Source: an optimization exercise on an open RTL-to-GDS flow (aim: small area). Production flows keep margins and buffers that such runs may drop. Function was not checked in any run shown here: the RTL went through the layout flow alone. Power and IR drop assume default switching activity.

==> design/flow/flow/run.sh <==
#!/bin/bash
# Layout flow: the standard flow (standard.sh, unchanged synthesis), with two
# changes to how the layout is built:
#  - clock tree synthesis without dummy loads (clock buffers clkbuf_2/clkbuf_4),
#  - port buffers of the smallest buffer cell.
# Each tool's output goes to standard.log here (ORFS's own logs are under orfs/logs).
set -euo pipefail
bash standard.sh \
  CTS_ARGS="-sink_clustering_enable -repair_clock_nets -dont_use_dummy_load -sink_clustering_size 20 -sink_clustering_max_diameter 60 -buf_list {sky130_fd_sc_hd__clkbuf_2 sky130_fd_sc_hd__clkbuf_4}" \
  BUFFER_PORTS_ARGS="-buffer_cell sky130_fd_sc_hd__buf_1" \
  finish > standard.log 2>&1
==> design/flow/standard.sh <==
#!/bin/bash
# synth_recipe.tcl (not shown) runs the flow's synth.tcl, then flattens the netlist and writes it again
# the make line also repeats each setting of config.mk as NAME=value (left out here)
make -C /OpenROAD-flow-scripts/flow DESIGN_CONFIG=/design/flow/config.mk WORK_HOME=/design/flow/orfs CLKGATE_MAP_FILE= SYNTH_SCRIPT=/design/flow/synth_recipe.tcl "${@:-finish}"
==> design/flow/config.mk <==
export PLATFORM = sky130hd
export DESIGN_NAME = filtro_fir
export DESIGN_NICKNAME = filtro_fir
export VERILOG_FILES = /design/flow/design.v
export SDC_FILE = /design/flow/constraint.sdc
export NUM_CORES = 4
export LEC_CHECK = 0
export CAP_MARGIN = 20
export CORE_MARGIN = 2
export CORE_UTILIZATION = 55
export CTS_BUF_LIST = sky130_fd_sc_hd__clkbuf_2 sky130_fd_sc_hd__clkbuf_4
export CTS_CLUSTER_DIAMETER = 60
export CTS_CLUSTER_SIZE = 20
export SLEW_MARGIN = 20
export SYNTH_HIERARCHICAL = 1
export SYNTH_MINIMUM_KEEP_SIZE = 0
==> design/flow/constraint.sdc <==
create_clock -name core_clock -period 5.5 [get_ports {clk}]
set_input_delay 1.1000 -clock core_clock [delete_from_list [all_inputs] [get_ports {clk}]]
set_output_delay 1.1000 -clock core_clock [all_outputs]
set_load 0.01 [all_outputs]
==> design/flow/design.v <==
module SatTruncFP
  #(
    parameter	NB_XI  	= 20,
    parameter	NBF_XI	= 12,
    parameter	NB_XO	= 8,
    parameter	NBF_XO	= 6
    )
   (
    input [(NB_XI)-1:0]  i_data,
    output [(NB_XO)-1:0] o_data
    );
   localparam	NBI_XI	=	NB_XI	-	NBF_XI;
   localparam	NBI_XO	=	NB_XO	-	NBF_XO;
   wire [NB_XO-1:0] 	 aux_Sat;
   wire [NBF_XO-1:0] 	 aux_trunc;
   wire 		 condicion;
   wire [NB_XO-1:0] 	 resultado1;
   wire [NB_XO-1:0] 	 resultado2;
	generate
	   if (NBF_XI >= NBF_XO)
	     begin
		assign	aux_trunc = i_data[(NBF_XI-1):(NBF_XI - NBF_XO)];
	     end
	   else
	     begin
		assign	aux_trunc = {i_data[NBF_XI-1:0],{(NBF_XO - NBF_XI){1'b0}}};
	     end
	   if (NBI_XI > NBI_XO)
	     begin
		assign	condicion		=	(i_data[(NB_XI-2)-:(NBI_XI-NBI_XO)] == {(NBI_XI-NBI_XO){i_data[NB_XI-1]}});
		assign	resultado1		=	{i_data[(NB_XI-1)],{(NB_XO-1){~i_data[(NB_XI-1)]}}};
		assign	resultado2		=	{i_data[(NB_XI-1)],i_data[NBF_XI +:NBI_XO-1],aux_trunc};
		assign	aux_Sat			=	condicion	?	resultado2	:	resultado1;
	     end
	   else
	     begin
		if (NBI_XO == NBI_XI)
                  assign  aux_Sat = {i_data[(NB_XI-1)-:NBI_XI],aux_trunc};
		else
		  assign  aux_Sat	= {{(NBI_XO - NBI_XI){i_data[NB_XI-1]}},i_data[(NB_XI-1)-:NBI_XI],aux_trunc};
	     end
	endgenerate
   assign	o_data=aux_Sat;
endmodule
module filtro_fir
  #(
    parameter WW_INPUT  = 8,
    parameter WW_OUTPUT = 8
    )
   (
    input                         clk,
    input                         i_en,
    input                         i_srst,
    input  signed [ WW_INPUT-1:0] i_data,
    output signed [WW_OUTPUT-1:0] o_data
    );
  reg  [7:0] d1;  wire [7:0] dn1;
  reg  [7:0] d2;  wire [7:0] dn2;
  reg  [7:0] d3;  wire [7:0] dn3;
  reg  [7:0] d4;  wire [7:0] dn4;
  reg  [7:0] d5;  wire [7:0] dn5;
  reg  [7:0] d6;  wire [7:0] dn6;
  reg  [7:0] d7;  wire [7:0] dn7;
  reg  [7:0] d8;  wire [7:0] dn8;
  reg  [7:0] d9;  wire [7:0] dn9;
  reg  [7:0] d10;  wire [7:0] dn10;
  reg  [7:0] d11;  wire [7:0] dn11;
  reg  [7:0] d12;  wire [7:0] dn12;
  reg  [7:0] d13;  wire [7:0] dn13;
  reg  [7:0] d14;  wire [7:0] dn14;
  wire ld = i_en & ~i_srst;     
  wire hd = ~i_en & ~i_srst;    
  wire hs = ~ld;                
  wire ls = ~hd;                
  wire f266 = ~i_data[0];
  fir_dl_k1 u_dl1_0 (.hs(hs), .ls(ls), .a(f266), .q(d1[0]), .n(dn1[0]));
  wire f267 = ~i_data[1];
  fir_dl_k1 u_dl1_1 (.hs(hs), .ls(ls), .a(f267), .q(d1[1]), .n(dn1[1]));
  wire f268 = ~i_data[2];
  fir_dl_k1 u_dl1_2 (.hs(hs), .ls(ls), .a(f268), .q(d1[2]), .n(dn1[2]));
  wire f269 = ~i_data[3];
  fir_dl_k1 u_dl1_3 (.hs(hs), .ls(ls), .a(f269), .q(d1[3]), .n(dn1[3]));
  wire f270 = ~i_data[4];
  fir_dl_k1 u_dl1_4 (.hs(hs), .ls(ls), .a(f270), .q(d1[4]), .n(dn1[4]));
  wire f271 = ~i_data[5];
  fir_dl_k1 u_dl1_5 (.hs(hs), .ls(ls), .a(f271), .q(d1[5]), .n(dn1[5]));
  wire f272 = ~i_data[6];
  fir_dl_k1 u_dl1_6 (.hs(hs), .ls(ls), .a(f272), .q(d1[6]), .n(dn1[6]));
  fir_dl_k0 u_dl1_7 (.ld(ld), .hd(hd), .a(i_data[7]), .q(d1[7]), .n(dn1[7]));
  fir_dl_k1 u_dl2_0 (.hs(hs), .ls(ls), .a(d1[0]), .q(d2[0]), .n(dn2[0]));
  fir_dl_k1 u_dl2_1 (.hs(hs), .ls(ls), .a(d1[1]), .q(d2[1]), .n(dn2[1]));
  fir_dl_k1 u_dl2_2 (.hs(hs), .ls(ls), .a(d1[2]), .q(d2[2]), .n(dn2[2]));
  fir_dl_k1 u_dl2_3 (.hs(hs), .ls(ls), .a(d1[3]), .q(d2[3]), .n(dn2[3]));
  fir_dl_k1 u_dl2_4 (.hs(hs), .ls(ls), .a(d1[4]), .q(d2[4]), .n(dn2[4]));
  fir_dl_k1 u_dl2_5 (.hs(hs), .ls(ls), .a(d1[5]), .q(d2[5]), .n(dn2[5]));
  fir_dl_k1 u_dl2_6 (.hs(hs), .ls(ls), .a(d1[6]), .q(d2[6]), .n(dn2[6]));
  fir_dl_k0 u_dl2_7 (.ld(ld), .hd(hd), .a(d1[7]), .q(d2[7]), .n(dn2[7]));
  fir_dl_k1 u_dl3_0 (.hs(hs), .ls(ls), .a(d2[0]), .q(d3[0]), .n(dn3[0]));
  fir_dl_k1 u_dl3_1 (.hs(hs), .ls(ls), .a(d2[1]), .q(d3[1]), .n(dn3[1]));
  fir_dl_k1 u_dl3_2 (.hs(hs), .ls(ls), .a(d2[2]), .q(d3[2]), .n(dn3[2]));
  fir_dl_k1 u_dl3_3 (.hs(hs), .ls(ls), .a(d2[3]), .q(d3[3]), .n(dn3[3]));
  fir_dl_k1 u_dl3_4 (.hs(hs), .ls(ls), .a(d2[4]), .q(d3[4]), .n(dn3[4]));
  fir_dl_k1 u_dl3_5 (.hs(hs), .ls(ls), .a(d2[5]), .q(d3[5]), .n(dn3[5]));
  fir_dl_k1 u_dl3_6 (.hs(hs), .ls(ls), .a(d2[6]), .q(d3[6]), .n(dn3[6]));
  fir_dl_k0 u_dl3_7 (.ld(ld), .hd(hd), .a(d2[7]), .q(d3[7]), .n(dn3[7]));
  wire f273 = ~d3[0];
  fir_dl_k0 u_dl4_0 (.ld(ld), .hd(hd), .a(f273), .q(d4[0]), .n(dn4[0]));
  wire f274 = ~d3[1];
  fir_dl_k0 u_dl4_1 (.ld(ld), .hd(hd), .a(f274), .q(d4[1]), .n(dn4[1]));
  wire f275 = ~d3[2];
  fir_dl_k0 u_dl4_2 (.ld(ld), .hd(hd), .a(f275), .q(d4[2]), .n(dn4[2]));
  wire f276 = ~d3[3];
  fir_dl_k0 u_dl4_3 (.ld(ld), .hd(hd), .a(f276), .q(d4[3]), .n(dn4[3]));
  wire f277 = ~d3[4];
  fir_dl_k0 u_dl4_4 (.ld(ld), .hd(hd), .a(f277), .q(d4[4]), .n(dn4[4]));
  wire f278 = ~d3[5];
  fir_dl_k0 u_dl4_5 (.ld(ld), .hd(hd), .a(f278), .q(d4[5]), .n(dn4[5]));
  wire f279 = ~d3[6];
  fir_dl_k0 u_dl4_6 (.ld(ld), .hd(hd), .a(f279), .q(d4[6]), .n(dn4[6]));
  wire f280 = ~d3[7];
  fir_dl_k1 u_dl4_7 (.hs(hs), .ls(ls), .a(f280), .q(d4[7]), .n(dn4[7]));
  fir_dl_k0 u_dl5_0 (.ld(ld), .hd(hd), .a(d4[0]), .q(d5[0]), .n(dn5[0]));
  fir_dl_k0 u_dl5_1 (.ld(ld), .hd(hd), .a(d4[1]), .q(d5[1]), .n(dn5[1]));
  fir_dl_k0 u_dl5_2 (.ld(ld), .hd(hd), .a(d4[2]), .q(d5[2]), .n(dn5[2]));
  fir_dl_k0 u_dl5_3 (.ld(ld), .hd(hd), .a(d4[3]), .q(d5[3]), .n(dn5[3]));
  fir_dl_k0 u_dl5_4 (.ld(ld), .hd(hd), .a(d4[4]), .q(d5[4]), .n(dn5[4]));
  fir_dl_k0 u_dl5_5 (.ld(ld), .hd(hd), .a(d4[5]), .q(d5[5]), .n(dn5[5]));
  fir_dl_k0 u_dl5_6 (.ld(ld), .hd(hd), .a(d4[6]), .q(d5[6]), .n(dn5[6]));
  fir_dl_k1 u_dl5_7 (.hs(hs), .ls(ls), .a(d4[7]), .q(d5[7]), .n(dn5[7]));
  fir_dl_k0 u_dl6_0 (.ld(ld), .hd(hd), .a(d5[0]), .q(d6[0]), .n(dn6[0]));
  fir_dl_k0 u_dl6_1 (.ld(ld), .hd(hd), .a(d5[1]), .q(d6[1]), .n(dn6[1]));
  fir_dl_k0 u_dl6_2 (.ld(ld), .hd(hd), .a(d5[2]), .q(d6[2]), .n(dn6[2]));
  fir_dl_k0 u_dl6_3 (.ld(ld), .hd(hd), .a(d5[3]), .q(d6[3]), .n(dn6[3]));
  fir_dl_k0 u_dl6_4 (.ld(ld), .hd(hd), .a(d5[4]), .q(d6[4]), .n(dn6[4]));
  fir_dl_k0 u_dl6_5 (.ld(ld), .hd(hd), .a(d5[5]), .q(d6[5]), .n(dn6[5]));
  fir_dl_k0 u_dl6_6 (.ld(ld), .hd(hd), .a(d5[6]), .q(d6[6]), .n(dn6[6]));
  fir_dl_k1 u_dl6_7 (.hs(hs), .ls(ls), .a(d5[7]), .q(d6[7]), .n(dn6[7]));
  fir_dl_k0 u_dl7_0 (.ld(ld), .hd(hd), .a(d6[0]), .q(d7[0]), .n(dn7[0]));
  fir_dl_k0 u_dl7_1 (.ld(ld), .hd(hd), .a(d6[1]), .q(d7[1]), .n(dn7[1]));
  fir_dl_k0 u_dl7_2 (.ld(ld), .hd(hd), .a(d6[2]), .q(d7[2]), .n(dn7[2]));
  fir_dl_k0 u_dl7_3 (.ld(ld), .hd(hd), .a(d6[3]), .q(d7[3]), .n(dn7[3]));
  fir_dl_k0 u_dl7_4 (.ld(ld), .hd(hd), .a(d6[4]), .q(d7[4]), .n(dn7[4]));
  fir_dl_k0 u_dl7_5 (.ld(ld), .hd(hd), .a(d6[5]), .q(d7[5]), .n(dn7[5]));
  fir_dl_k0 u_dl7_6 (.ld(ld), .hd(hd), .a(d6[6]), .q(d7[6]), .n(dn7[6]));
  fir_dl_k1 u_dl7_7 (.hs(hs), .ls(ls), .a(d6[7]), .q(d7[7]), .n(dn7[7]));
  fir_dl_k0 u_dl8_0 (.ld(ld), .hd(hd), .a(d7[0]), .q(d8[0]), .n(dn8[0]));
  fir_dl_k0 u_dl8_1 (.ld(ld), .hd(hd), .a(d7[1]), .q(d8[1]), .n(dn8[1]));
  fir_dl_k0 u_dl8_2 (.ld(ld), .hd(hd), .a(d7[2]), .q(d8[2]), .n(dn8[2]));
  fir_dl_k0 u_dl8_3 (.ld(ld), .hd(hd), .a(d7[3]), .q(d8[3]), .n(dn8[3]));
  fir_dl_k0 u_dl8_4 (.ld(ld), .hd(hd), .a(d7[4]), .q(d8[4]), .n(dn8[4]));
  fir_dl_k0 u_dl8_5 (.ld(ld), .hd(hd), .a(d7[5]), .q(d8[5]), .n(dn8[5]));
  fir_dl_k0 u_dl8_6 (.ld(ld), .hd(hd), .a(d7[6]), .q(d8[6]), .n(dn8[6]));
  fir_dl_k1 u_dl8_7 (.hs(hs), .ls(ls), .a(d7[7]), .q(d8[7]), .n(dn8[7]));
  fir_dl_k0 u_dl9_0 (.ld(ld), .hd(hd), .a(d8[0]), .q(d9[0]), .n(dn9[0]));
  fir_dl_k0 u_dl9_1 (.ld(ld), .hd(hd), .a(d8[1]), .q(d9[1]), .n(dn9[1]));
  fir_dl_k0 u_dl9_2 (.ld(ld), .hd(hd), .a(d8[2]), .q(d9[2]), .n(dn9[2]));
  fir_dl_k0 u_dl9_3 (.ld(ld), .hd(hd), .a(d8[3]), .q(d9[3]), .n(dn9[3]));
  fir_dl_k0 u_dl9_4 (.ld(ld), .hd(hd), .a(d8[4]), .q(d9[4]), .n(dn9[4]));
  fir_dl_k0 u_dl9_5 (.ld(ld), .hd(hd), .a(d8[5]), .q(d9[5]), .n(dn9[5]));
  fir_dl_k0 u_dl9_6 (.ld(ld), .hd(hd), .a(d8[6]), .q(d9[6]), .n(dn9[6]));
  fir_dl_k1 u_dl9_7 (.hs(hs), .ls(ls), .a(d8[7]), .q(d9[7]), .n(dn9[7]));
  fir_dl_k0 u_dl10_0 (.ld(ld), .hd(hd), .a(d9[0]), .q(d10[0]), .n(dn10[0]));
  fir_dl_k0 u_dl10_1 (.ld(ld), .hd(hd), .a(d9[1]), .q(d10[1]), .n(dn10[1]));
  fir_dl_k0 u_dl10_2 (.ld(ld), .hd(hd), .a(d9[2]), .q(d10[2]), .n(dn10[2]));
  fir_dl_k0 u_dl10_3 (.ld(ld), .hd(hd), .a(d9[3]), .q(d10[3]), .n(dn10[3]));
  fir_dl_k0 u_dl10_4 (.ld(ld), .hd(hd), .a(d9[4]), .q(d10[4]), .n(dn10[4]));
  fir_dl_k0 u_dl10_5 (.ld(ld), .hd(hd), .a(d9[5]), .q(d10[5]), .n(dn10[5]));
  fir_dl_k0 u_dl10_6 (.ld(ld), .hd(hd), .a(d9[6]), .q(d10[6]), .n(dn10[6]));
  fir_dl_k1 u_dl10_7 (.hs(hs), .ls(ls), .a(d9[7]), .q(d10[7]), .n(dn10[7]));
  fir_dl_k0 u_dl11_0 (.ld(ld), .hd(hd), .a(d10[0]), .q(d11[0]), .n(dn11[0]));
  fir_dl_k0 u_dl11_1 (.ld(ld), .hd(hd), .a(d10[1]), .q(d11[1]), .n(dn11[1]));
  fir_dl_k0 u_dl11_2 (.ld(ld), .hd(hd), .a(d10[2]), .q(d11[2]), .n(dn11[2]));
  fir_dl_k0 u_dl11_3 (.ld(ld), .hd(hd), .a(d10[3]), .q(d11[3]), .n(dn11[3]));
  fir_dl_k0 u_dl11_4 (.ld(ld), .hd(hd), .a(d10[4]), .q(d11[4]), .n(dn11[4]));
  fir_dl_k0 u_dl11_5 (.ld(ld), .hd(hd), .a(d10[5]), .q(d11[5]), .n(dn11[5]));
  fir_dl_k0 u_dl11_6 (.ld(ld), .hd(hd), .a(d10[6]), .q(d11[6]), .n(dn11[6]));
  fir_dl_k1 u_dl11_7 (.hs(hs), .ls(ls), .a(d10[7]), .q(d11[7]), .n(dn11[7]));
  wire f281 = ~d11[0];
  fir_dl_k1 u_dl12_0 (.hs(hs), .ls(ls), .a(f281), .q(d12[0]), .n(dn12[0]));
  wire f282 = ~d11[1];
  fir_dl_k1 u_dl12_1 (.hs(hs), .ls(ls), .a(f282), .q(d12[1]), .n(dn12[1]));
  wire f283 = ~d11[2];
  fir_dl_k1 u_dl12_2 (.hs(hs), .ls(ls), .a(f283), .q(d12[2]), .n(dn12[2]));
  wire f284 = ~d11[3];
  fir_dl_k1 u_dl12_3 (.hs(hs), .ls(ls), .a(f284), .q(d12[3]), .n(dn12[3]));
  wire f285 = ~d11[4];
  fir_dl_k1 u_dl12_4 (.hs(hs), .ls(ls), .a(f285), .q(d12[4]), .n(dn12[4]));
  wire f286 = ~d11[5];
  fir_dl_k1 u_dl12_5 (.hs(hs), .ls(ls), .a(f286), .q(d12[5]), .n(dn12[5]));
  wire f287 = ~d11[6];
  fir_dl_k1 u_dl12_6 (.hs(hs), .ls(ls), .a(f287), .q(d12[6]), .n(dn12[6]));
  wire f288 = ~d11[7];
  fir_dl_k0 u_dl12_7 (.ld(ld), .hd(hd), .a(f288), .q(d12[7]), .n(dn12[7]));
  fir_dl_k1 u_dl13_0 (.hs(hs), .ls(ls), .a(d12[0]), .q(d13[0]), .n(dn13[0]));
  fir_dl_k1 u_dl13_1 (.hs(hs), .ls(ls), .a(d12[1]), .q(d13[1]), .n(dn13[1]));
  fir_dl_k1 u_dl13_2 (.hs(hs), .ls(ls), .a(d12[2]), .q(d13[2]), .n(dn13[2]));
  fir_dl_k1 u_dl13_3 (.hs(hs), .ls(ls), .a(d12[3]), .q(d13[3]), .n(dn13[3]));
  fir_dl_k1 u_dl13_4 (.hs(hs), .ls(ls), .a(d12[4]), .q(d13[4]), .n(dn13[4]));
  fir_dl_k1 u_dl13_5 (.hs(hs), .ls(ls), .a(d12[5]), .q(d13[5]), .n(dn13[5]));
  fir_dl_k1 u_dl13_6 (.hs(hs), .ls(ls), .a(d12[6]), .q(d13[6]), .n(dn13[6]));
  fir_dl_k0 u_dl13_7 (.ld(ld), .hd(hd), .a(d12[7]), .q(d13[7]), .n(dn13[7]));
  fir_dl_k1 u_dl14_0 (.hs(hs), .ls(ls), .a(d13[0]), .q(d14[0]), .n(dn14[0]));
  fir_dl_k1 u_dl14_1 (.hs(hs), .ls(ls), .a(d13[1]), .q(d14[1]), .n(dn14[1]));
  fir_dl_k1 u_dl14_2 (.hs(hs), .ls(ls), .a(d13[2]), .q(d14[2]), .n(dn14[2]));
  fir_dl_k1 u_dl14_3 (.hs(hs), .ls(ls), .a(d13[3]), .q(d14[3]), .n(dn14[3]));
  fir_dl_k1 u_dl14_4 (.hs(hs), .ls(ls), .a(d13[4]), .q(d14[4]), .n(dn14[4]));
  fir_dl_k1 u_dl14_5 (.hs(hs), .ls(ls), .a(d13[5]), .q(d14[5]), .n(dn14[5]));
  fir_dl_k1 u_dl14_6 (.hs(hs), .ls(ls), .a(d13[6]), .q(d14[6]), .n(dn14[6]));
  fir_dl_k0 u_dl14_7 (.ld(ld), .hd(hd), .a(d13[7]), .q(d14[7]), .n(dn14[7]));
  always @(posedge clk) begin
    d1 <= dn1;
    d2 <= dn2;
    d3 <= dn3;
    d4 <= dn4;
    d5 <= dn5;
    d6 <= dn6;
    d7 <= dn7;
    d8 <= dn8;
    d9 <= dn9;
    d10 <= dn10;
    d11 <= dn11;
    d12 <= dn12;
    d13 <= dn13;
    d14 <= dn14;
  end
  wire s1, c2;
  fir_ha u_s1 (.a(d4[0]), .b(d10[0]), .s(s1), .co(c2));
  wire s3, c4;
  fir_fa u_s3 (.a(d4[1]), .b(d10[1]), .c(c2), .s(s3), .co(c4));
  wire s5, c6;
  fir_fa u_s5 (.a(d4[2]), .b(d10[2]), .c(c4), .s(s5), .co(c6));
  wire s7, c8;
  fir_fa u_s7 (.a(d4[3]), .b(d10[3]), .c(c6), .s(s7), .co(c8));
  wire s9, c10;
  fir_fa u_s9 (.a(d4[4]), .b(d10[4]), .c(c8), .s(s9), .co(c10));
  wire s11, c12;
  fir_fa u_s11 (.a(d4[5]), .b(d10[5]), .c(c10), .s(s11), .co(c12));
  wire s13, c14;
  fir_fa u_s13 (.a(d4[6]), .b(d10[6]), .c(c12), .s(s13), .co(c14));
  wire s15, c16;
  fir_fa u_s15 (.a(d4[7]), .b(d10[7]), .c(c14), .s(s15), .co(c16));
  wire s17, c18;
  fir_ha u_s17 (.a(d6[0]), .b(d8[0]), .s(s17), .co(c18));
  wire s19, c20;
  fir_fa u_s19 (.a(d6[1]), .b(d8[1]), .c(c18), .s(s19), .co(c20));
  wire s21, c22;
  fir_fa u_s21 (.a(d6[2]), .b(d8[2]), .c(c20), .s(s21), .co(c22));
  wire s23, c24;
  fir_fa u_s23 (.a(d6[3]), .b(d8[3]), .c(c22), .s(s23), .co(c24));
  wire s25, c26;
  fir_fa u_s25 (.a(d6[4]), .b(d8[4]), .c(c24), .s(s25), .co(c26));
  wire s27, c28;
  fir_fa u_s27 (.a(d6[5]), .b(d8[5]), .c(c26), .s(s27), .co(c28));
  wire s29, c30;
  fir_fa u_s29 (.a(d6[6]), .b(d8[6]), .c(c28), .s(s29), .co(c30));
  wire s31, c32;
  fir_fa u_s31 (.a(d6[7]), .b(d8[7]), .c(c30), .s(s31), .co(c32));
  wire s33, c34;
  fir_fa u_s33 (.a(d12[0]), .b(d13[0]), .c(d14[0]), .s(s33), .co(c34));
  wire s35, c36;
  fir_fa u_s35 (.a(d1[0]), .b(d2[0]), .c(s1), .s(s35), .co(c36));
  wire s37, c38;
  fir_fa u_s37 (.a(s17), .b(s33), .c(s35), .s(s37), .co(c38));
  wire s39, c40;
  fir_fa u_s39 (.a(d12[1]), .b(d13[1]), .c(d14[1]), .s(s39), .co(c40));
  wire s41, c42;
  fir_xnor u_s41 (.a(d1[1]), .b(d2[1]), .y(s41));
  fir_or u_c42 (.a(d1[1]), .b(d2[1]), .y(c42));
  wire s43, c44;
  fir_fa u_s43 (.a(s1), .b(s41), .c(c34), .s(s43), .co(c44));
  wire s45, c46;
  fir_fa u_s45 (.a(s39), .b(c36), .c(s19), .s(s45), .co(c46));
  wire s47, c48;
  fir_fa u_s47 (.a(s3), .b(s43), .c(c38), .s(s47), .co(c48));
  wire i49 = ~i_data[1];
  wire s50, c51;
  fir_fa u_s50 (.a(i49), .b(s45), .c(s47), .s(s50), .co(c51));
  wire s52, c53;
  fir_fa u_s52 (.a(d12[2]), .b(d13[2]), .c(d14[2]), .s(s52), .co(c53));
  wire s54, c55;
  fir_xnor u_s54 (.a(d1[2]), .b(d2[2]), .y(s54));
  fir_or u_c55 (.a(d1[2]), .b(d2[2]), .y(c55));
  wire s56, c57;
  fir_fa u_s56 (.a(c42), .b(s17), .c(s54), .s(s56), .co(c57));
  wire s58, c59;
  fir_fa u_s58 (.a(c40), .b(s52), .c(c44), .s(s58), .co(c59));
  wire s60, c61;
  fir_fa u_s60 (.a(s3), .b(s56), .c(c46), .s(s60), .co(c61));
  wire s62, c63;
  fir_fa u_s62 (.a(s21), .b(s5), .c(s58), .s(s62), .co(c63));
  wire s64, c65;
  fir_fa u_s64 (.a(c48), .b(s60), .c(s62), .s(s64), .co(c65));
  wire i66 = ~i_data[2];
  wire s67, c68;
  fir_fa u_s67 (.a(i66), .b(c51), .c(s64), .s(s67), .co(c68));
  wire s69, c70;
  fir_fa u_s69 (.a(d12[3]), .b(d13[3]), .c(d14[3]), .s(s69), .co(c70));
  wire s71, c72;
  fir_fa u_s71 (.a(d1[3]), .b(d2[3]), .c(d5[0]), .s(s71), .co(c72));
  wire s73, c74;
  fir_fa u_s73 (.a(d9[0]), .b(c55), .c(s17), .s(s73), .co(c74));
  wire s75, c76;
  fir_fa u_s75 (.a(c53), .b(s69), .c(s71), .s(s75), .co(c76));
  wire s77, c78;
  fir_fa u_s77 (.a(c57), .b(s19), .c(s73), .s(s77), .co(c78));
  wire s79, c80;
  fir_fa u_s79 (.a(s75), .b(c59), .c(s5), .s(s79), .co(c80));
  wire s81, c82;
  fir_fa u_s81 (.a(s77), .b(c61), .c(s23), .s(s81), .co(c82));
  wire s83, c84;
  fir_fa u_s83 (.a(s7), .b(c63), .c(s79), .s(s83), .co(c84));
  wire s85, c86;
  fir_fa u_s85 (.a(s81), .b(c65), .c(s83), .s(s85), .co(c86));
  wire i87 = ~i_data[3];
  wire s88, c89;
  fir_fa u_s88 (.a(i87), .b(c68), .c(s85), .s(s88), .co(c89));
  wire s90, c91;
  fir_fa u_s90 (.a(d12[4]), .b(d13[4]), .c(d14[4]), .s(s90), .co(c91));
  wire s92, c93;
  fir_fa u_s92 (.a(d1[4]), .b(d2[4]), .c(d5[1]), .s(s92), .co(c93));
  wire s94, c95;
  fir_fa u_s94 (.a(d7[0]), .b(d9[1]), .c(c70), .s(s94), .co(c95));
  wire s96, c97;
  fir_fa u_s96 (.a(c72), .b(s90), .c(s92), .s(s96), .co(c97));
  wire s98, c99;
  fir_fa u_s98 (.a(c74), .b(s19), .c(c76), .s(s98), .co(c99));
  wire s100, c101;
  fir_fa u_s100 (.a(s94), .b(s96), .c(c78), .s(s100), .co(c101));
  wire s102, c103;
  fir_fa u_s102 (.a(s21), .b(s98), .c(c80), .s(s102), .co(c103));
  wire s104, c105;
  fir_fa u_s104 (.a(s7), .b(s100), .c(c82), .s(s104), .co(c105));
  wire s106, c107;
  fir_fa u_s106 (.a(s25), .b(s9), .c(c84), .s(s106), .co(c107));
  wire s108, c109;
  fir_fa u_s108 (.a(s102), .b(s104), .c(c86), .s(s108), .co(c109));
  wire s110, c111;
  fir_fa u_s110 (.a(s106), .b(c89), .c(s108), .s(s110), .co(c111));
  wire s112, c113;
  fir_fa u_s112 (.a(d12[5]), .b(d13[5]), .c(d14[5]), .s(s112), .co(c113));
  wire s114, c115;
  fir_fa u_s114 (.a(d1[5]), .b(d2[5]), .c(d5[2]), .s(s114), .co(c115));
  wire s116, c117;
  fir_fa u_s116 (.a(d7[1]), .b(d9[2]), .c(c91), .s(s116), .co(c117));
  wire s118, c119;
  fir_fa u_s118 (.a(c93), .b(s112), .c(s114), .s(s118), .co(c119));
  wire s120, c121;
  fir_fa u_s120 (.a(c95), .b(c97), .c(s116), .s(s120), .co(c121));
  wire s122, c123;
  fir_fa u_s122 (.a(s118), .b(s21), .c(c99), .s(s122), .co(c123));
  wire s124, c125;
  fir_fa u_s124 (.a(s120), .b(c101), .c(s23), .s(s124), .co(c125));
  wire s126, c127;
  fir_fa u_s126 (.a(s122), .b(c103), .c(s9), .s(s126), .co(c127));
  wire s128, c129;
  fir_fa u_s128 (.a(s124), .b(c105), .c(s11), .s(s128), .co(c129));
  wire s130, c131;
  fir_fa u_s130 (.a(s27), .b(c107), .c(s126), .s(s130), .co(c131));
  wire s132, c133;
  fir_fa u_s132 (.a(s128), .b(c109), .c(s130), .s(s132), .co(c133));
  wire i134 = ~i_data[5];
  wire s135, c136;
  fir_fa u_s135 (.a(i134), .b(s132), .c(c111), .s(s135), .co(c136));
  wire s137, c138;
  fir_fa u_s137 (.a(d12[6]), .b(d13[6]), .c(d14[6]), .s(s137), .co(c138));
  wire s139, c140;
  fir_fa u_s139 (.a(d1[6]), .b(d2[6]), .c(d5[3]), .s(s139), .co(c140));
  wire s141, c142;
  fir_fa u_s141 (.a(d7[2]), .b(d9[3]), .c(c113), .s(s141), .co(c142));
  wire s143, c144;
  fir_fa u_s143 (.a(c115), .b(s137), .c(s139), .s(s143), .co(c144));
  wire s145, c146;
  fir_fa u_s145 (.a(c117), .b(c119), .c(s141), .s(s145), .co(c146));
  wire s147, c148;
  fir_fa u_s147 (.a(s143), .b(c121), .c(s145), .s(s147), .co(c148));
  wire s149, c150;
  fir_fa u_s149 (.a(s23), .b(c123), .c(s147), .s(s149), .co(c150));
  wire s151, c152;
  fir_fa u_s151 (.a(c125), .b(s25), .c(s149), .s(s151), .co(c152));
  wire s153, c154;
  fir_fa u_s153 (.a(c127), .b(s11), .c(s151), .s(s153), .co(c154));
  wire s155, c156;
  fir_fa u_s155 (.a(c129), .b(s13), .c(s29), .s(s155), .co(c156));
  wire s157, c158;
  fir_fa u_s157 (.a(c131), .b(s153), .c(s155), .s(s157), .co(c158));
  wire s159, c160;
  fir_fa u_s159 (.a(d12[7]), .b(d13[7]), .c(d14[7]), .s(s159), .co(c160));
  wire s161, c162;
  fir_fa u_s161 (.a(d1[7]), .b(d2[7]), .c(d5[4]), .s(s161), .co(c162));
  wire s163, c164;
  fir_fa u_s163 (.a(d7[3]), .b(d9[4]), .c(c138), .s(s163), .co(c164));
  wire s165, c166;
  fir_fa u_s165 (.a(c140), .b(s159), .c(s161), .s(s165), .co(c166));
  wire s167, c168;
  fir_fa u_s167 (.a(c142), .b(c144), .c(s163), .s(s167), .co(c168));
  wire s169, c170;
  fir_fa u_s169 (.a(s165), .b(i_data[7]), .c(c146), .s(s169), .co(c170));
  wire s171, c172;
  fir_fa u_s171 (.a(s167), .b(c148), .c(s169), .s(s171), .co(c172));
  wire s173, c174;
  fir_fa u_s173 (.a(s25), .b(c150), .c(s171), .s(s173), .co(c174));
  wire s175, c176;
  fir_fa u_s175 (.a(s27), .b(c152), .c(s173), .s(s175), .co(c176));
  wire s177, c178;
  fir_fa u_s177 (.a(s13), .b(c154), .c(s175), .s(s177), .co(c178));
  wire s179, c180;
  fir_fa u_s179 (.a(c156), .b(s15), .c(s31), .s(s179), .co(c180));
  wire s181, c182;
  fir_fa u_s181 (.a(s177), .b(s179), .c(c158), .s(s181), .co(c182));
  wire s183, c184;
  fir_fa u_s183 (.a(d5[5]), .b(d7[4]), .c(d9[5]), .s(s183), .co(c184));
  wire s185, c186;
  fir_fa u_s185 (.a(c160), .b(c162), .c(s183), .s(s185), .co(c186));
  wire s187, c188;
  fir_fa u_s187 (.a(c164), .b(c166), .c(s185), .s(s187), .co(c188));
  wire s189, c190;
  fir_fa u_s189 (.a(c168), .b(s187), .c(c170), .s(s189), .co(c190));
  wire s191, c192;
  fir_fa u_s191 (.a(c172), .b(s189), .c(s27), .s(s191), .co(c192));
  wire s193, c194;
  fir_fa u_s193 (.a(c174), .b(s29), .c(s191), .s(s193), .co(c194));
  wire s195, c196;
  fir_fa u_s195 (.a(c176), .b(c16), .c(c32), .s(s195), .co(c196));
  wire s197, c198;
  fir_fa u_s197 (.a(s15), .b(s193), .c(c178), .s(s197), .co(c198));
  wire s199, c200;
  fir_xnor u_s199 (.a(s195), .b(c180), .y(s199));
  fir_or u_c200 (.a(s195), .b(c180), .y(c200));
  wire s201, c202;
  fir_fa u_s201 (.a(d5[6]), .b(d7[5]), .c(d9[6]), .s(s201), .co(c202));
  wire s203, c204;
  fir_fa u_s203 (.a(c184), .b(s201), .c(c186), .s(s203), .co(c204));
  wire s205, c206;
  fir_fa u_s205 (.a(c188), .b(s203), .c(c190), .s(s205), .co(c206));
  wire s207, c208;
  fir_fa u_s207 (.a(s205), .b(c192), .c(s29), .s(s207), .co(c208));
  wire s209, c210;
  fir_fa u_s209 (.a(c16), .b(s31), .c(c194), .s(s209), .co(c210));
  wire s211, c212;
  fir_fa u_s211 (.a(s207), .b(c196), .c(s209), .s(s211), .co(c212));
  wire s213, c214;
  fir_fa u_s213 (.a(d5[7]), .b(d7[6]), .c(d9[7]), .s(s213), .co(c214));
  wire s215, c216;
  fir_xnor u_s215 (.a(c202), .b(s213), .y(s215));
  fir_or u_c216 (.a(c202), .b(s213), .y(c216));
  wire s217, c218;
  fir_fa u_s217 (.a(s215), .b(c204), .c(c206), .s(s217), .co(c218));
  wire s219, c220;
  fir_fa u_s219 (.a(s217), .b(c32), .c(c208), .s(s219), .co(c220));
  wire s221, c222;
  fir_fa u_s221 (.a(s31), .b(s219), .c(c210), .s(s221), .co(c222));
  wire s223, c224;
  fir_xnor u_s223 (.a(d7[7]), .b(c214), .y(s223));
  fir_or u_c224 (.a(d7[7]), .b(c214), .y(c224));
  wire s225, c226;
  fir_fa u_s225 (.a(s223), .b(c216), .c(c218), .s(s225), .co(c226));
  wire s227, c228;
  fir_fa u_s227 (.a(c32), .b(s225), .c(c220), .s(s227), .co(c228));
  wire s229, c230;
  fir_xnor u_s229 (.a(c224), .b(c226), .y(s229));
  fir_or u_c230 (.a(c224), .b(c226), .y(c230));
  wire c231 = ~i_data[0] & s37;
  wire c232 = s50 & c231;
  wire c233 = s67 & c232;
  wire c234 = s88 & c233;
  wire c235;
  fir_maj u_c235 (.a(~i_data[4]), .b(s110), .c(c234), .y(c235));
  wire c236 = s135 & c235;
  reg  r1r0_6;
  reg  r1r1_6;
  reg  r1r2_6;
  reg  r1r3_6;
  reg  r1r0_7;
  reg  r1r0_8;
  reg  r1r1_8;
  reg  r1r2_8;
  reg  r1r0_9;
  reg  r1r1_9;
  reg  r1r2_9;
  reg  r1r0_10;
  reg  r1r1_10;
  reg  r1r0_11;
  reg  r1r1_11;
  reg  r1r0_12;
  reg  r1r1_12;
  reg  r1r0_13;
  reg  r1c;
  always @(posedge clk) begin
    r1r0_6 <= ~i_data[6];
    r1r1_6 <= c133;
    r1r2_6 <= s157;
    r1r3_6 <= c136;
    r1r0_7 <= s181;
    r1r0_8 <= s199;
    r1r1_8 <= s197;
    r1r2_8 <= c182;
    r1r0_9 <= c200;
    r1r1_9 <= c198;
    r1r2_9 <= s211;
    r1r0_10 <= c212;
    r1r1_10 <= s221;
    r1r0_11 <= c222;
    r1r1_11 <= s227;
    r1r0_12 <= s229;
    r1r1_12 <= c228;
    r1r0_13 <= c230;
    r1c <= c236;
  end
  wire s237, c238;
  fir_fa u_s237 (.a(r1r0_6), .b(r1r1_6), .c(r1r2_6), .s(s237), .co(c238));
  wire s239, c240;
  fir_fa u_s239 (.a(r1r3_6), .b(r1c), .c(s237), .s(s239), .co(c240));
  wire s241, c242;
  fir_fa u_s241 (.a(r1r0_7), .b(c238), .c(c240), .s(s241), .co(c242));
  wire s243, c244;
  fir_fa u_s243 (.a(r1r0_8), .b(r1r1_8), .c(r1r2_8), .s(s243), .co(c244));
  wire s245, c246;
  fir_ha u_s245 (.a(c242), .b(s243), .s(s245), .co(c246));
  wire s247, c248;
  fir_fa u_s247 (.a(r1r0_9), .b(r1r1_9), .c(r1r2_9), .s(s247), .co(c248));
  wire s249, c250;
  fir_fa u_s249 (.a(c244), .b(c246), .c(s247), .s(s249), .co(c250));
  wire s251, c252;
  fir_fa u_s251 (.a(r1r0_10), .b(r1r1_10), .c(c248), .s(s251), .co(c252));
  wire s253, c254;
  fir_ha u_s253 (.a(c250), .b(s251), .s(s253), .co(c254));
  wire s255, c256;
  fir_fa u_s255 (.a(r1r0_11), .b(r1r1_11), .c(c252), .s(s255), .co(c256));
  wire s257, c258;
  fir_ha u_s257 (.a(c254), .b(s255), .s(s257), .co(c258));
  wire s259, c260;
  fir_fa u_s259 (.a(r1r0_12), .b(r1r1_12), .c(c256), .s(s259), .co(c260));
  wire s261, c262;
  fir_ha u_s261 (.a(c258), .b(s259), .s(s261), .co(c262));
  wire s263, c264;
  fir_fa u_s263 (.a(r1r0_13), .b(c260), .c(c262), .s(s263), .co(c264));
  wire i265 = ~c264;
  wire [8:0] q = {i265, s263, s261, s257, s253, s249, s245, s241, s239};
  wire [7:0] sat;
  SatTruncFP #(.NB_XI(9), .NBF_XI(6), .NB_XO(8), .NBF_XO(6))
    u_sat (.i_data(q), .o_data(sat));
  reg  [7:0] r2, r3;
  always @(posedge clk) begin
    r2 <= sat;
    r3 <= r2;
  end
  assign o_data = r3;
endmodule
module fir_fa (input a, input b, input c, output s, output co);
  assign s  = a ^ b ^ c;
  assign co = (a & b) | (c & (a ^ b));
endmodule
module fir_ha (input a, input b, output s, output co);
  assign s  = a ^ b;
  assign co = a & b;
endmodule
module fir_maj (input a, input b, input c, output y);
  assign y = (a & b) | (c & (a | b));
endmodule
module fir_xnor (input a, input b, output y);
  assign y = ~(a ^ b);
endmodule
module fir_or (input a, input b, output y);
  assign y = a | b;
endmodule
module fir_dl_k0 (input ld, input hd, input a, input q, output n);   
  assign n = (ld & a) | (hd & q);
endmodule
module fir_dl_k1 (input hs, input ls, input a, input q, output n);   
  assign n = (a | hs) & (q | ls);
endmodule
==> impl_metrics.csv, run 1 <==
group,metric,value,unit
worst_setup_path,critical_path_class,"reg2reg",
drt,drt_pass1_iterations,4,
worst_setup_path,r2r-end,"r1r0_7",
drt,wl_per_cell,18.5,microns
yosys,yosysUniqueCellTypes,21,
drt,viasPerCell,5.63,
run_status,status,"complete, no violations",
timing,skew,0.0229,ns
power,power_density,326,nW/um^2
clock_network,cts_tree,"built",
yosys,synth_async_sr_flop_share,0,%
min_path,holdCritStartpoint,"r2[4]",
global_route,globalRoute.totalOverflow,0,
placed_design,dpl.hpwl,8.74,mm
final_layout,multi_input_area,3590,sq um
power,power.static_leakage,2.77,nW
clock_network,cts.sinks,147,
timing,rsz0062_at_grt,"false",
final_layout,area_growth,5.65,%
drt,wl,11.6,mm
clock_network,clock_latency,0.54,ns
yosys,syn_area,6650,sq um
die,die_area,13000,sq um
global_route,grt.total_usage,20.8,%
timing,finalCritPeriodShare,85.7,%
timing,worst_pin_slew,0.883,ns
worst_setup_path,required,5.91,ns
die,core.rowCount,40,
timing,maxSlewHeadroom,41.1,%
clock_network,clockBufferDepth,2,
global_route,grt_max_degree,63,
clock_network,post_cts_buffers,0,
yosys,synth_nets,579,
placed_design,dpl_cell_area,6890,sq um
die,initial_core_util,55.8,%
final_layout,stdcell_count,629,
timing,setup_tns,0,ns
yosys,postSynthCellCount,447,
final_layout,ff_latch_area,2940,sq um
die,boundaryPins,19,
timing,slew_violations,0,
worst_setup_path,crit_fanout,3,
final_layout,n_fill_cell,1007,
final_layout,design_area,7020,sq um
clock_network,cts-root-buf,"clkbuf_4",
clock_network,cts.reportedPaths.clkPinSlew,0.10,ns
timing,fmax,212,MHz
timing,finalCriticalPeriod,4.72,ns
worst_setup_path,cp-start-kind,"register",
drt,drt_iter0_drc,198,
power,peakVddDrop,0.000188,V
die,die_x,114,microns
timing,setup_viol,0,
timing,hold_viol,0,
yosys,syn_avg_cell_area,14.9,sq um
final_layout,final_nets,615,
drt,antenna_left,0,
final_layout,drive_gt1_share,4.99,%
min_path,min_path_cells,0,
clock_network,ctsHoldBuffers,0,
global_route,grt_pass1_vias,3838,
worst_setup_path,regToRegSetupSlack,0.78,ns
clock_network,cts-htree-levels,4,
worst_setup_path,worst-r2r-cell-count,10,
drt,vias,3544,
global_route,antenna_found_initial,1,
placed_design,place_inst,611,
min_path,holdPathEnd,"r3[4]",
die,core-area,11900,sq um
min_path,min_path_type,"reg2reg",
yosys,ys_seq_area_share,44.3,%
placed_design,gp_congestion,0.736,
yosys,synth_edf_count,0,
global_route,grt_pass1_wl,19.9,mm
clock_network,numCtsBuffers,17,
yosys,ys_seq_elements,147,
worst_setup_path,r2r_start,"d6[0]",
yosys,synth_ff_type,"dfxtp_1",
die,die_h,114,microns
worst_setup_path,arrival,5.13,ns
worst_setup_path,endpoint_kind,"register",
run,cap_violations,0,
drt,drc,0,
placed_design,portBuffers,18,
yosys,yosysWarnings,7,
clock_network,postCtsResizedCells,0,
-- worst max-delay path, cell delays in order (launching register included) --
cell and delay (ns):
dfxtp_1 0.34, ha_1 0.21, fa_1 0.55, fa_1 0.42, fa_1 0.39, fa_1 0.41
fa_1 0.40, fa_1 0.44, fa_1 0.46, fa_1 0.57, fa_1 0.41
-- cell usage after synthesis (3+ instances only) --
library cell,number,area share [%]
nor2_1,7,0.40
o22a_1,50,6.6
ha_1,6,1.1
o21ai_0,4,0.30
nand2_1,7,0.40
dfxtp_1,147,44
xnor2_1,6,0.79
fa_1,115,35
or2_1,6,0.56
inv_1,25,1.4
o21ai_1,3,0.23
a22o_1,62,8.2
-- logic make-up (layout without fill, tap and decap cells) --
group           count (synthesis)  after routing  share of synthesized area (%)
flops                         147            147                           44.3
compound gates                119            119                           15.3
fa+ha+maj                     122            122                           35.9
other cells                     0              1                              0
buf+inv                        28             62                           1.75
xor+xnor                        6              6                          0.791
simple gates                   25             25                           1.94
-- report_power, final --
group,switching [mW],internal (mW)
combinational,0.351,0.277
sequential,0.0361,1.17
clock,0.309,0.141
total,0.697,1.59
-- cells in the final DEF, fill, tap and decap left out, types with 2 or more instances in the layout --
master and n:
fa_1 115, inv_1 24, clkbuf_4 17, buf_1 18, or2_1 6, o21ai_1 3
nand2_1 7, clkinv_2 2, a22o_1 62, dfxtp_1 147, o22a_1 50, o21ai_0 4
nor2_1 7, xnor2_1 6, ha_1 6
-- worst max path at each step --
stage,slack (ns),start,depth (start not counted),to
global placement,0.79,d6[0],10,r1r0_7
global route,0.60,d4[0],10,r1r0_7
floorplan,0.90,d4[0],10,r1r0_7
CTS,0.74,d6[0],10,r1r0_7
finish,0.78,d6[0],10,r1r0_7
detailed placement,0.76,d6[0],10,r1r0_7
-- per-layer routing --
metal / track usage, % / share of wire, %
met4: 9.43 / 1.8
met2: 33.2 / 52
met3: 5.26 / 3.2
met5: 0 / 0
met1: 26.9 / 43
-- sequential cells by signal (all words and copies together), names as in the netlist, 8 cells and up --
| register | count |
|---|---|
| d9 | 8 |
| d2 | 8 |
| r3 | 8 |
| d1 | 8 |
| d6 | 8 |
| d3 | 8 |
| d8 | 8 |
| r2 | 8 |
| d11 | 8 |
| d13 | 8 |
| d7 | 8 |
| d5 | 8 |
| d14 | 8 |
| d10 | 8 |
| d12 | 8 |
| d4 | 8 |
-- modules after synthesis, one instance, submodules excluded, excerpt --
module      copies in the design  area [sq um]
fir_maj                        1          11.3
fir_fa                       115          20.0
filtro_fir                     1          3080
fir_xnor                       6          8.76
fir_or                         6          6.26
fir_dl_k0                     62          8.76
fir_dl_k1                     50          8.76
fir_ha                         6          12.5
-- through the flow --
step                util (%)  power [mW]  hold slack, ns  setup WS [ns]
floorplan                  -        1.74           0.310          0.898
global placement        57.8        1.85           0.311          0.791
detailed placement      57.8        1.88           0.313          0.762
CTS                     58.9        2.33           0.339          0.743
global route            58.9        2.49           0.344          0.601
finish                  58.9        2.29           0.337          0.785
-- layout make-up --
class / instances / share of cell area [%]
antenna: 1 / 0.0356
timing repair buffer: 19 / 1.07
clock buffer: 17 / 1.82
tap: 147 / 2.62
inverter: 26 / 1.43
multi-input combinational: 272 / 51.1
sequential: 147 / 41.9
==> run 2, diff against run 1 <==
--- a/design/flow/design.v
+++ b/design/flow/design.v
@@ -385,97 +385,105 @@
   fir_fa u_s157 (.a(c131), .b(s153), .c(s155), .s(s157), .co(c158));
   wire s159, c160;
-  fir_fa u_s159 (.a(d12[7]), .b(d13[7]), .c(d14[7]), .s(s159), .co(c160));
+  fir_fa u_s159 (.a(c133), .b(s157), .c(c136), .s(s159), .co(c160));
   wire s161, c162;
-  fir_fa u_s161 (.a(d1[7]), .b(d2[7]), .c(d5[4]), .s(s161), .co(c162));
+  fir_fa u_s161 (.a(d12[7]), .b(d13[7]), .c(d14[7]), .s(s161), .co(c162));
   wire s163, c164;
-  fir_fa u_s163 (.a(d7[3]), .b(d9[4]), .c(c138), .s(s163), .co(c164));
+  fir_fa u_s163 (.a(d1[7]), .b(d2[7]), .c(d5[4]), .s(s163), .co(c164));
   wire s165, c166;
-  fir_fa u_s165 (.a(c140), .b(s159), .c(s161), .s(s165), .co(c166));
+  fir_fa u_s165 (.a(d7[3]), .b(d9[4]), .c(c138), .s(s165), .co(c166));
   wire s167, c168;
-  fir_fa u_s167 (.a(c142), .b(c144), .c(s163), .s(s167), .co(c168));
+  fir_fa u_s167 (.a(c140), .b(s161), .c(s163), .s(s167), .co(c168));
   wire s169, c170;
-  fir_fa u_s169 (.a(s165), .b(i_data[7]), .c(c146), .s(s169), .co(c170));
+  fir_fa u_s169 (.a(c142), .b(c144), .c(s165), .s(s169), .co(c170));
   wire s171, c172;
-  fir_fa u_s171 (.a(s167), .b(c148), .c(s169), .s(s171), .co(c172));
+  fir_fa u_s171 (.a(s167), .b(i_data[7]), .c(c146), .s(s171), .co(c172));
   wire s173, c174;
-  fir_fa u_s173 (.a(s25), .b(c150), .c(s171), .s(s173), .co(c174));
+  fir_fa u_s173 (.a(s169), .b(c148), .c(s171), .s(s173), .co(c174));
   wire s175, c176;
-  fir_fa u_s175 (.a(s27), .b(c152), .c(s173), .s(s175), .co(c176));
+  fir_fa u_s175 (.a(s25), .b(c150), .c(s173), .s(s175), .co(c176));
   wire s177, c178;
-  fir_fa u_s177 (.a(s13), .b(c154), .c(s175), .s(s177), .co(c178));
+  fir_fa u_s177 (.a(s27), .b(c152), .c(s175), .s(s177), .co(c178));
   wire s179, c180;
-  fir_fa u_s179 (.a(c156), .b(s15), .c(s31), .s(s179), .co(c180));
+  fir_fa u_s179 (.a(s13), .b(c154), .c(s177), .s(s179), .co(c180));
   wire s181, c182;
-  fir_fa u_s181 (.a(s177), .b(s179), .c(c158), .s(s181), .co(c182));
+  fir_fa u_s181 (.a(c156), .b(s15), .c(s31), .s(s181), .co(c182));
   wire s183, c184;
-  fir_fa u_s183 (.a(d5[5]), .b(d7[4]), .c(d9[5]), .s(s183), .co(c184));
+  fir_fa u_s183 (.a(s179), .b(s181), .c(c158), .s(s183), .co(c184));
   wire s185, c186;
-  fir_fa u_s185 (.a(c160), .b(c162), .c(s183), .s(s185), .co(c186));
+  fir_fa u_s185 (.a(d5[5]), .b(d7[4]), .c(d9[5]), .s(s185), .co(c186));
   wire s187, c188;
-  fir_fa u_s187 (.a(c164), .b(c166), .c(s185), .s(s187), .co(c188));
+  fir_fa u_s187 (.a(c162), .b(c164), .c(s185), .s(s187), .co(c188));
   wire s189, c190;
-  fir_fa u_s189 (.a(c168), .b(s187), .c(c170), .s(s189), .co(c190));
+  fir_fa u_s189 (.a(c166), .b(c168), .c(s187), .s(s189), .co(c190));
   wire s191, c192;
-  fir_fa u_s191 (.a(c172), .b(s189), .c(s27), .s(s191), .co(c192));
+  fir_fa u_s191 (.a(c170), .b(s189), .c(c172), .s(s191), .co(c192));
   wire s193, c194;
-  fir_fa u_s193 (.a(c174), .b(s29), .c(s191), .s(s193), .co(c194));
+  fir_fa u_s193 (.a(c174), .b(s191), .c(s27), .s(s193), .co(c194));
   wire s195, c196;
-  fir_fa u_s195 (.a(c176), .b(c16), .c(c32), .s(s195), .co(c196));
+  fir_fa u_s195 (.a(c176), .b(s29), .c(s193), .s(s195), .co(c196));
   wire s197, c198;
-  fir_fa u_s197 (.a(s15), .b(s193), .c(c178), .s(s197), .co(c198));
+  fir_fa u_s197 (.a(c178), .b(c16), .c(c32), .s(s197), .co(c198));
   wire s199, c200;
-  fir_xnor u_s199 (.a(s195), .b(c180), .y(s199));
-  fir_or u_c200 (.a(s195), .b(c180), .y(c200));
+  fir_fa u_s199 (.a(s15), .b(s195), .c(c180), .s(s199), .co(c200));
   wire s201, c202;
-  fir_fa u_s201 (.a(d5[6]), .b(d7[5]), .c(d9[6]), .s(s201), .co(c202));
+  fir_xnor u_s201 (.a(s197), .b(c182), .y(s201));
+  fir_or u_c202 (.a(s197), .b(c182), .y(c202));
   wire s203, c204;
-  fir_fa u_s203 (.a(c184), .b(s201), .c(c186), .s(s203), .co(c204));
+  fir_fa u_s203 (.a(s201), .b(s199), .c(c184), .s(s203), .co(c204));
   wire s205, c206;
-  fir_fa u_s205 (.a(c188), .b(s203), .c(c190), .s(s205), .co(c206));
+  fir_fa u_s205 (.a(d5[6]), .b(d7[5]), .c(d9[6]), .s(s205), .co(c206));
   wire s207, c208;
-  fir_fa u_s207 (.a(s205), .b(c192), .c(s29), .s(s207), .co(c208));
+  fir_fa u_s207 (.a(c186), .b(s205), .c(c188), .s(s207), .co(c208));
   wire s209, c210;
-  fir_fa u_s209 (.a(c16), .b(s31), .c(c194), .s(s209), .co(c210));
+  fir_fa u_s209 (.a(c190), .b(s207), .c(c192), .s(s209), .co(c210));
   wire s211, c212;
-  fir_fa u_s211 (.a(s207), .b(c196), .c(s209), .s(s211), .co(c212));
+  fir_fa u_s211 (.a(s209), .b(c194), .c(s29), .s(s211), .co(c212));
   wire s213, c214;
-  fir_fa u_s213 (.a(d5[7]), .b(d7[6]), .c(d9[7]), .s(s213), .co(c214));
+  fir_fa u_s213 (.a(c16), .b(s31), .c(c196), .s(s213), .co(c214));
   wire s215, c216;
-  fir_xnor u_s215 (.a(c202), .b(s213), .y(s215));
-  fir_or u_c216 (.a(c202), .b(s213), .y(c216));
+  fir_fa u_s215 (.a(s211), .b(c198), .c(s213), .s(s215), .co(c216));
   wire s217, c218;
-  fir_fa u_s217 (.a(s215), .b(c204), .c(c206), .s(s217), .co(c218));
+  fir_fa u_s217 (.a(c202), .b(c200), .c(s215), .s(s217), .co(c218));
   wire s219, c220;
-  fir_fa u_s219 (.a(s217), .b(c32), .c(c208), .s(s219), .co(c220));
+  fir_fa u_s219 (.a(d5[7]), .b(d7[6]), .c(d9[7]), .s(s219), .co(c220));
   wire s221, c222;
-  fir_fa u_s221 (.a(s31), .b(s219), .c(c210), .s(s221), .co(c222));
+  fir_xnor u_s221 (.a(c206), .b(s219), .y(s221));
+  fir_or u_c222 (.a(c206), .b(s219), .y(c222));
   wire s223, c224;
-  fir_xnor u_s223 (.a(d7[7]), .b(c214), .y(s223));
-  fir_or u_c224 (.a(d7[7]), .b(c214), .y(c224));
+  fir_fa u_s223 (.a(s221), .b(c208), .c(c210), .s(s223), .co(c224));
   wire s225, c226;
-  fir_fa u_s225 (.a(s223), .b(c216), .c(c218), .s(s225), .co(c226));
+  fir_fa u_s225 (.a(s223), .b(c32), .c(c212), .s(s225), .co(c226));
   wire s227, c228;
-  fir_fa u_s227 (.a(c32), .b(s225), .c(c220), .s(s227), .co(c228));
+  fir_fa u_s227 (.a(s31), .b(s225), .c(c214), .s(s227), .co(c228));
   wire s229, c230;
-  fir_xnor u_s229 (.a(c224), .b(c226), .y(s229));
-  fir_or u_c230 (.a(c224), .b(c226), .y(c230));
-  wire c231 = ~i_data[0] & s37;
-  wire c232 = s50 & c231;
-  wire c233 = s67 & c232;
-  wire c234 = s88 & c233;
-  wire c235;
-  fir_maj u_c235 (.a(~i_data[4]), .b(s110), .c(c234), .y(c235));
-  wire c236 = s135 & c235;
+  fir_ha u_s229 (.a(c216), .b(s227), .s(s229), .co(c230));
+  wire s231, c232;
+  fir_xnor u_s231 (.a(d7[7]), .b(c220), .y(s231));
+  fir_or u_c232 (.a(d7[7]), .b(c220), .y(c232));
+  wire s233, c234;
+  fir_fa u_s233 (.a(s231), .b(c222), .c(c224), .s(s233), .co(c234));
+  wire s235, c236;
+  fir_fa u_s235 (.a(c32), .b(s233), .c(c226), .s(s235), .co(c236));
+  wire s237, c238;
+  fir_ha u_s237 (.a(c228), .b(s235), .s(s237), .co(c238));
+  wire s239, c240;
+  fir_xnor u_s239 (.a(c232), .b(c234), .y(s239));
+  fir_or u_c240 (.a(c232), .b(c234), .y(c240));
+  wire s241, c242;
+  fir_ha u_s241 (.a(s239), .b(c236), .s(s241), .co(c242));
+  wire c243 = ~i_data[0] & s37;
+  wire c244 = s50 & c243;
+  wire c245 = s67 & c244;
+  wire c246 = s88 & c245;
+  wire c247;
+  fir_maj u_c247 (.a(~i_data[4]), .b(s110), .c(c246), .y(c247));
+  wire c248 = s135 & c247;
   reg  r1r0_6;
   reg  r1r1_6;
-  reg  r1r2_6;
-  reg  r1r3_6;
   reg  r1r0_7;
+  reg  r1r1_7;
   reg  r1r0_8;
-  reg  r1r1_8;
-  reg  r1r2_8;
   reg  r1r0_9;
   reg  r1r1_9;
-  reg  r1r2_9;
   reg  r1r0_10;
   reg  r1r1_10;
@@ -485,56 +493,42 @@
   reg  r1r1_12;
   reg  r1r0_13;
+  reg  r1r1_13;
   reg  r1c;
   always @(posedge clk) begin
     r1r0_6 <= ~i_data[6];
-    r1r1_6 <= c133;
-    r1r2_6 <= s157;
-    r1r3_6 <= c136;
-    r1r0_7 <= s181;
-    r1r0_8 <= s199;
-    r1r1_8 <= s197;
-    r1r2_8 <= c182;
-    r1r0_9 <= c200;
-    r1r1_9 <= c198;
-    r1r2_9 <= s211;
-    r1r0_10 <= c212;
-    r1r1_10 <= s221;
-    r1r0_11 <= c222;
-    r1r1_11 <= s227;
-    r1r0_12 <= s229;
-    r1r1_12 <= c228;
-    r1r0_13 <= c230;
-    r1c <= c236;
+    r1r1_6 <= s159;
+    r1r0_7 <= s183;
+    r1r1_7 <= c160;
+    r1r0_8 <= s203;
+    r1r0_9 <= c204;
+    r1r1_9 <= s217;
+    r1r0_10 <= s229;
+    r1r1_10 <= c218;
+    r1r0_11 <= s237;
+    r1r1_11 <= c230;
+    r1r0_12 <= s241;
+    r1r1_12 <= c238;
+    r1r0_13 <= c240;
+    r1r1_13 <= c242;
+    r1c <= c248;
   end
-  wire s237, c238;
-  fir_fa u_s237 (.a(r1r0_6), .b(r1r1_6), .c(r1r2_6), .s(s237), .co(c238));
-  wire s239, c240;
-  fir_fa u_s239 (.a(r1r3_6), .b(r1c), .c(s237), .s(s239), .co(c240));
-  wire s241, c242;
-  fir_fa u_s241 (.a(r1r0_7), .b(c238), .c(c240), .s(s241), .co(c242));
-  wire s243, c244;
-  fir_fa u_s243 (.a(r1r0_8), .b(r1r1_8), .c(r1r2_8), .s(s243), .co(c244));
-  wire s245, c246;
-  fir_ha u_s245 (.a(c242), .b(s243), .s(s245), .co(c246));
-  wire s247, c248;
-  fir_fa u_s247 (.a(r1r0_9), .b(r1r1_9), .c(r1r2_9), .s(s247), .co(c248));
   wire s249, c250;
-  fir_fa u_s249 (.a(c244), .b(c246), .c(s247), .s(s249), .co(c250));
+  fir_fa u_s249 (.a(r1r0_6), .b(r1r1_6), .c(r1c), .s(s249), .co(c250));
   wire s251, c252;
-  fir_fa u_s251 (.a(r1r0_10), .b(r1r1_10), .c(c248), .s(s251), .co(c252));
+  fir_fa u_s251 (.a(r1r0_7), .b(r1r1_7), .c(c250), .s(s251), .co(c252));
   wire s253, c254;
-  fir_ha u_s253 (.a(c250), .b(s251), .s(s253), .co(c254));
+  fir_ha u_s253 (.a(r1r0_8), .b(c252), .s(s253), .co(c254));
   wire s255, c256;
-  fir_fa u_s255 (.a(r1r0_11), .b(r1r1_11), .c(c252), .s(s255), .co(c256));
+  fir_fa u_s255 (.a(r1r0_9), .b(r1r1_9), .c(c254), .s(s255), .co(c256));
   wire s257, c258;
-  fir_ha u_s257 (.a(c254), .b(s255), .s(s257), .co(c258));
+  fir_fa u_s257 (.a(r1r0_10), .b(r1r1_10), .c(c256), .s(s257), .co(c258));
   wire s259, c260;
-  fir_fa u_s259 (.a(r1r0_12), .b(r1r1_12), .c(c256), .s(s259), .co(c260));
+  fir_fa u_s259 (.a(r1r0_11), .b(r1r1_11), .c(c258), .s(s259), .co(c260));
   wire s261, c262;
-  fir_ha u_s261 (.a(c258), .b(s259), .s(s261), .co(c262));
+  fir_fa u_s261 (.a(r1r0_12), .b(r1r1_12), .c(c260), .s(s261), .co(c262));
   wire s263, c264;
-  fir_fa u_s263 (.a(r1r0_13), .b(c260), .c(c262), .s(s263), .co(c264));
+  fir_fa u_s263 (.a(r1r0_13), .b(r1r1_13), .c(c262), .s(s263), .co(c264));
   wire i265 = ~c264;
-  wire [8:0] q = {i265, s263, s261, s257, s253, s249, s245, s241, s239};
+  wire [8:0] q = {i265, s263, s261, s259, s257, s255, s253, s251, s249};
   wire [7:0] sat;
   SatTruncFP #(.NB_XI(9), .NBF_XI(6), .NB_XO(8), .NBF_XO(6))
==> impl_metrics.csv, run 2 <==
group,metric,value,unit
clock_network,postCtsResizedCells,0,
die,die_x,113,microns
yosys,synth_nets,576,
yosys,synth_edf_count,0,
run,cap_violations,0,
placed_design,gp_congestion,0.780,
min_path,min_path_cells,0,
die,boundaryPins,19,
global_route,antenna_found_initial,0,
power,seq_power_share,54.3,%
power,swShare,29.3,%
clock_network,cts_tree,"built",
timing,setup_viol,0,
timing,finalCritPeriodShare,94.2,%
final_layout,final_util,60.3,%
global_route,grt_pass1_wl,19.2,mm
yosys,syn_area,6590,sq um
yosys,synth_top_area_share,43.8,%
final_layout,stdcell_count,622,
yosys,synth_async_sr_flop_share,0,%
power,fin_total_pwr,2.18,mW
worst_setup_path,worst-r2r-cell-count,11,
worst_setup_path,arrival,5.55,ns
die,core-area,11600,sq um
min_path,holdPathEnd,"r3[0]",
timing,worst_pin_slew,0.881,ns
drt,viasPerCell,5.67,
power,p_sw,638,uW
yosys,yosysWarnings,7,
final_layout,area_growth,5.87,%
yosys,postSynthCellCount,444,
power,p_clk_share,20.1,%
global_route,grt_max_degree,63,
die,core.rowCount,39,
clock_network,clockBufferDepth,2,
die,die_area,12900,sq um
placed_design,portBuffers,18,
drt,drt_iter0_drc,157,
timing,finalCriticalPeriod,5.18,ns
timing,fmax,193,MHz
worst_setup_path,crit_fanout,3,
timing,fin_hold_ws,0.327,ns
drt,antenna_left,0,
final_layout,antenna_cells,0,
worst_setup_path,cp-start-kind,"register",
worst_setup_path,r2r_start,"d6[0]",
worst_setup_path,crit_chain,"ha_1 > fa_1 > fa_1 > fa_1 > fa_1 > fa_1 > fa_1 > fa_1 > fa_1 > fa_1 > fa_1",
min_path,min_path_type,"reg2reg",
clock_network,numCtsBuffers,17,
final_layout,final_nets,613,
drt,wl_per_cell,18.1,microns
placed_design,dpl.hpwl,8.53,mm
placed_design,post-place-ws,0.285,ns
worst_setup_path,regToRegSetupSlack,0.32,ns
timing,slew_violations,0,
placed_design,dpl_cell_area,6820,sq um
final_layout,final_common_cell,"dfxtp_1",
placed_design,place_inst,604,
timing,skew,0.0381,ns
final_layout,design_area,6970,sq um
die,initial_core_util,56.9,%
power,power.static_leakage,2.75,nW
yosys,ys_seq_area_share,43.8,%
drt,wl,11.3,mm
worst_setup_path,crit_top_cell,"fa_1",
run_status,status,"complete, no violations",
yosys,synth_ff_type,"dfxtp_1",
worst_setup_path,required,5.87,ns
drt,vias,3525,
final_layout,drive_gt1_share,5.22,%
timing,finalWorstSetupSlack,0.320,ns
clock_network,cts-htree-levels,4,
worst_setup_path,r2r-end,"r1r1_9",
yosys,synth.area.top_cells,"dfxtp_1, fa_1, a22o_1",
power,combPwrFrac,25.6,%
power,internal-power,1.54,mW
clock_network,cts.reportedPaths.clkPinSlew,0.11,ns
die,die_h,113,microns
drt,drt_pass1_iterations,4,
worst_setup_path,endpoint_kind,"register",
clock_network,clock_latency,0.52,ns
global_route,grt.total_usage,19.9,%
clock_network,post_cts_buffers,0,
worst_setup_path,critical_path_class,"reg2reg",
clock_network,cts.sinks,144,
global_route,globalRoute.totalOverflow,0,
worst_setup_path,slowest_stage,"fa_1",
global_route,grt_pass1_vias,3625,
timing,rsz0062_at_grt,"false",
power,power_density,313,nW/um^2
yosys,ys_top_cells_by_count,"dfxtp_1, fa_1, a22o_1",
worst_setup_path,slowest_delay,0.66,ns
final_layout,n_fill_cell,936,
yosys,yosysUniqueCellTypes,21,
yosys,ys_seq_elements,144,
timing,hold_viol,0,
yosys,synth_top_cell_by_area,"dfxtp_1",
min_path,holdCritStartpoint,"r2[0]",
final_layout,most-common-layout-cells,"dfxtp_1, fa_1, a22o_1, o22a_1, inv_1",
timing,setup_tns,0,ns
clock_network,ctsHoldBuffers,0,
clock_network,cts-root-buf,"clkbuf_4",
yosys,yosysMostFrequentCell,"dfxtp_1",
drt,drc,0,
yosys,syn_avg_cell_area,14.8,sq um
power,peakVddDrop,0.000162,V
timing,maxSlewHeadroom,41.2,%
[run 2: changes by cell type in the layout (fill, tap and decap cells not counted)]
cell      previous run  this run
dfxtp_1            147       144
buf_12               0         1
diode_2              1         0
clkinv_2             2         1
inv_2                0         1
[run 2: routing by layer]
metal	routed length (microns)	share of wire (%)	GRT usage [%]
met1	5350	48	28.2
met2	5480	49	30.7
met3	335	3.0	5.31
met4	88	0.78	5.61
met5	0	0	0
[run 2: cell families after synthesis]
group | Yosys count | synth area share (%)
DFF | 144 | 43.8
adders and majority gates | 122 | 36.3
AOI/OAI and AO/OA | 119 | 15.4
buffers and inverters | 28 | 1.77
and+or+nand+nor | 25 | 1.96
xor gates and xnor gates | 6 | 0.798
[run 2: final cells by class]
| type | instances | area, sq um | area share [%] |
|---|---|---|---|
| well taps | 143 | 179 | 2.57 |
| flip-flops and latches | 144 | 2880 | 41.3 |
| clock buffers | 17 | 128 | 1.83 |
| repair buffers | 20 | 95.1 | 1.36 |
| inverters | 26 | 98.8 | 1.42 |
| multi-input cells | 272 | 3590 | 51.5 |
[run 2: per-module statistics from Yosys (local to each module, per instance), excerpt]
module,cell area [sq um],times used,flip-flops and latches
fir_or,6.26,6,0
fir_fa,20.0,115,0
fir_ha,12.5,6,0
fir_dl_k1,8.76,50,0
fir_xnor,8.76,6,0
fir_maj,11.3,1,0
fir_dl_k0,8.76,62,0
filtro_fir,3020,1,144
[run 2: worst max path at each step]
| stage | from | to | slack [ns] | depth (start not counted) |
|---|---|---|---|---|
| after floorplan | d4[0] | r1r0_8 | 0.54 | 11 |
| after detailed placement | d6[0] | r1r1_9 | 0.28 | 11 |
| after CTS | d6[0] | r1r1_9 | 0.29 | 11 |
| after global routing | d6[0] | r1r1_9 | 0.20 | 11 |
| after global placement | d6[0] | r1r1_9 | 0.33 | 11 |
| final | d6[0] | r1r1_9 | 0.32 | 11 |
[run 2: power groups by stage]
stage               clock network (mW)  registers, mW  logic (mW)
floorplan                            0           1.22       0.440
finish                           0.439           1.18       0.557
detailed placement                   0           1.21       0.570
global placement                     0           1.21       0.556
global route                     0.501           1.19       0.659
CTS                              0.457           1.19       0.572
[run 2: worst max-delay path, delay by kind of cell, from the launching register on]
kind,cells,cell delay (ns)
flops,1,0.33
fa+ha+maj,11,4.75

static timing again, ports no longer ideal:
In the flow no input, the clock included, has a driving cell. The finished layouts below were timed again as built, in two steps. Step 1: set_driving_cell puts a clkbuf_16 on clk and a buf_2 on each other input, an assumption about the parent block. Step 2 times the ports against the registers' clock, not the clock port: input delays grow and output delays shrink by t, the midpoint of the rising clock arrivals with the driver on. Slacks: no drivers / after step 1 / after step 2; pairs: no drivers / after step 1.
run	shift t [ns]	setup WS [ns]	clock arrival spread, ns
run 1	0.564	0.785 / 0.785 / 0.785	0.027 / 0.028
run 2	0.530	0.320 / 0.320 / 0.320	0.039 / 0.038
After both steps setup and hold are still met in every run listed.
